Source: an optimization exercise on an open RTL-to-GDS flow (aim: small area and a short achievable clock period). Production flows keep margins and buffers that such runs may drop.
Function was checked by simulation only, so behaviour that the tests miss may differ from the original.
Power is estimated from default activity; no workload was simulated.

Setup of job 7944:
==> flow/design.v (excerpt) <==
module CPU(
  input clk,
  input reset,
  input [18:0] instruction,
  output reg [18:0] r3,
  output [14:0] Pc
);
clock: 36.0 ns
lec_check: 0
abc_area: 1
cap_margin: 20
core_margin: 2
core_utilization: 70
cts_buf_list: sky130_fd_sc_hd__clkbuf_4 sky130_fd_sc_hd__clkbuf_8
cts_cluster_diameter: 80
cts_cluster_size: 12
place_density: 0.85
slew_margin: 20
tns_end_percent: 10
standard.sh (not shown) runs the stock make flow with config.mk's settings and CLKGATE_MAP_FILE= SYNTH_SCRIPT=/design/flow/synth_recipe.tcl, a recipe that flattens the netlist after the stock synthesis.
==> flow/flow/run.sh <==
#!/bin/bash
# Standard ORFS layout (the standard.sh, standard synthesis unchanged), with
# two changes to how the layout is made:
#  - port buffers are buf_2 cells instead of the resizer's default delay cells;
#  - timing repair aims for the slack the design can reach at its real speed
#    (a setup margin), so it upsizes the slowest paths.
# The clock period, I/O delays and loads are the design's (constraint.sdc).
set -euo pipefail
export BUFFER_PORTS_ARGS="-buffer_cell sky130_fd_sc_hd__buf_2"
export SETUP_SLACK_MARGIN=27.5
bash standard.sh > standard.log 2>&1
Job 7944 finished every step from synthesis to the final layout, and the layout passed the timing, design-rule and antenna checks.
#### Input delta (job 8469 over job 7944)
Settings: CORE_UTILIZATION changed from 70 to 65; PLACE_DENSITY changed from 0.85 to 0.8.
--- outcome ---
Job 8469 closes out successfully: all stages finished, all timing, DRC and antenna checks passed.
On worst hold slack, job 8469 does better than job 7944.
Cmp job 8469 vs job 7944: clock network fraction of total power higher in job 8469
Compare job 7944 and job 8469 | number of rows in the core area higher: job 8469
The multi-input gate share of the layout cell area was comparable across job 7944 and job 8469.
Job 8469 vs. job 7944: final antenna diode count decreased by 4 relative to the old numbers; sequential power closely matched the old numbers.
Combined global-route utilization of all metal layers ended up 2.7 points lower on job 8469 than on job 7944.
Job 8469 vs job 7944, wire length per cell went down by about 2.8%.
For job 6986, these inputs were changed with respect to job 8469:
Settings: removing CTS_CLUSTER_DIAMETER (formerly 80); removing CTS_CLUSTER_SIZE (formerly 12).
--- outcome ---
- Between job 8469 and job 6986, clock skew increased.
- Going from job 8469 to job 6986, total power consumption of the routed design +6.1%; count of instances resized after the clock tree is built +about 22%; die area ~0 delta; clock tree buffer count of the final layout +44%.
- Diff job 6986..job 8469 | final period utilization | negligible
- Routed wire length: job 6986 vs job 8469 up 2.0%
- Job 6986 gives more met3 usage than job 8469 did.
- Of job 8469 and job 6986, job 8469 shows the lower worst setup margin, with job 6986 above it.
## Diff of input files: job 7264 against job 6986
Settings: CTS_BUF_LIST now sky130_fd_sc_hd__clkbuf_16, was sky130_fd_sc_hd__clkbuf_4 sky130_fd_sc_hd__clkbuf_8; CTS_CLUSTER_SIZE now 20, previously not set; CTS_CLUSTER_DIAMETER now 80, previously not set.
### Flow results
Every stage of the flow completed for job 7264, and the final layout passed the timing, design-rule and antenna checks. Looking at worst setup slack, job 7264 sits 100 ps lower than job 6986 does. Compared with job 6986, job 7264 shows worst-case vdd ir drop that has gone down slightly. Changes observed in job 7264 relative to job 6986: fraction of area in multi-input gates grew by 0.99 points; clock skew shrank by 10 ps. In the flow results for job 7264 and job 6986, the deepest level of the CTS H-tree is smaller on job 7264. Delta (job 7264 minus job 6986): final non-filler cell total fell by 136; final design instance area without fill lower; clock-buffer cell count moved down.
Input-level comparison between job 2380 and job 7264:
Settings: CTS_CLUSTER_SIZE: 20 -> 14; CTS_CLUSTER_DIAMETER: 80 -> 100; CTS_BUF_LIST: sky130_fd_sc_hd__clkbuf_16 -> sky130_fd_sc_hd__clkbuf_4 sky130_fd_sc_hd__clkbuf_8.
--- outcome ---
~same final area in job 7264 and job 2380
Job 2380 finished every stage and its layout cleared the timing, design-rule and antenna checks.
Compared with job 7264, in job 2380 length of routed met2 wiring has increased, arrival time at the worst endpoint dropped 110 ps.

---

CPU, a different RTL version from the one above (not shown whole).
Size in the first run: ~5000 cells after synthesis, about 720 flip-flops, ~55 I/O pins, about 0.043 mm^2 of cells after synthesis.
Settings: LEC_CHECK=0, ABC_AREA=1, CAP_MARGIN=20, CORE_MARGIN=2, CORE_UTILIZATION=55, CTS_BUF_LIST=sky130_fd_sc_hd__clkbuf_4 sky130_fd_sc_hd__clkbuf_8, PLACE_DENSITY=0.7, SLEW_MARGIN=20; clock period 36.0 ns.
==> flow/flow/run.sh <==
#!/bin/bash
# Standard ORFS layout (the standard.sh, standard synthesis unchanged), with
# two changes to how the layout is made:
#  - port buffers are buf_2 cells instead of the resizer's default delay cells;
#  - timing repair aims for the slack the design can reach at its real speed
#    (a setup margin), so it upsizes the slowest paths.
# The clock period, I/O delays and loads are the design's (constraint.sdc).
set -euo pipefail
export BUFFER_PORTS_ARGS="-buffer_cell sky130_fd_sc_hd__buf_2"
export SETUP_SLACK_MARGIN=27.0
bash standard.sh > standard.log 2>&1
The first run produced a clean layout.
Edit:
--- a/flow/flow/run.sh
+++ b/flow/flow/run.sh
@@ -10 +10 @@
-export SETUP_SLACK_MARGIN=27.0
+export SETUP_SLACK_MARGIN=27.5
Settings changed: TNS_END_PERCENT from default to 10.
The changed run finished with timing, DRC and antenna clean.
Final cell count climbs by 1.7%.
Non-clock buffer count came out higher by 96.
Setup slack is better by 280 ps.
Cell area came out higher by 2.8%.
Clock-buffer cell count came out higher by 2.
Area after synthesis is unchanged.
Total power rose by about 3.7%.
Register-to-register slack gets better by 280 ps.
Wire length rises by 3.6%.
Critical path depth goes down by 1.

port drivers added, routing unchanged:
The flow's constraints put no driver on any port. The routed layouts listed below were extracted and timed again, unchanged, in two steps.
Step 1 assumes that a clkbuf_16 drives the clock port and a buf_2 every other input.
Step 2 adds t to the input delays and takes it off the output delays; t is the mean of the earliest and latest rising clock arrival at the registers after step 1. Input paths then give back, and output paths get back, about the clock's delay inside the block.
a / b / c = ideal ports / drivers / drivers and shift; a / b = the first two.
run	t, ns	setup WS [ns]	pins driven straight from the clock port
job 7944	0.732	27.447 / 27.384 / 27.939	1
job 8469	0.746	27.420 / 27.356 / 27.963	1
job 6986	0.803	27.473 / 27.406 / 27.919	1
job 7264	0.674	27.370 / 27.300 / 27.974	1
job 2380	0.757	27.475 / 27.407 / 27.958	1
the first run of note 2	0.800	27.016 / 27.016 / 27.016	1
the second run of note 2	0.804	27.299 / 27.299 / 27.299	1
After both steps every run listed still meets setup and hold.
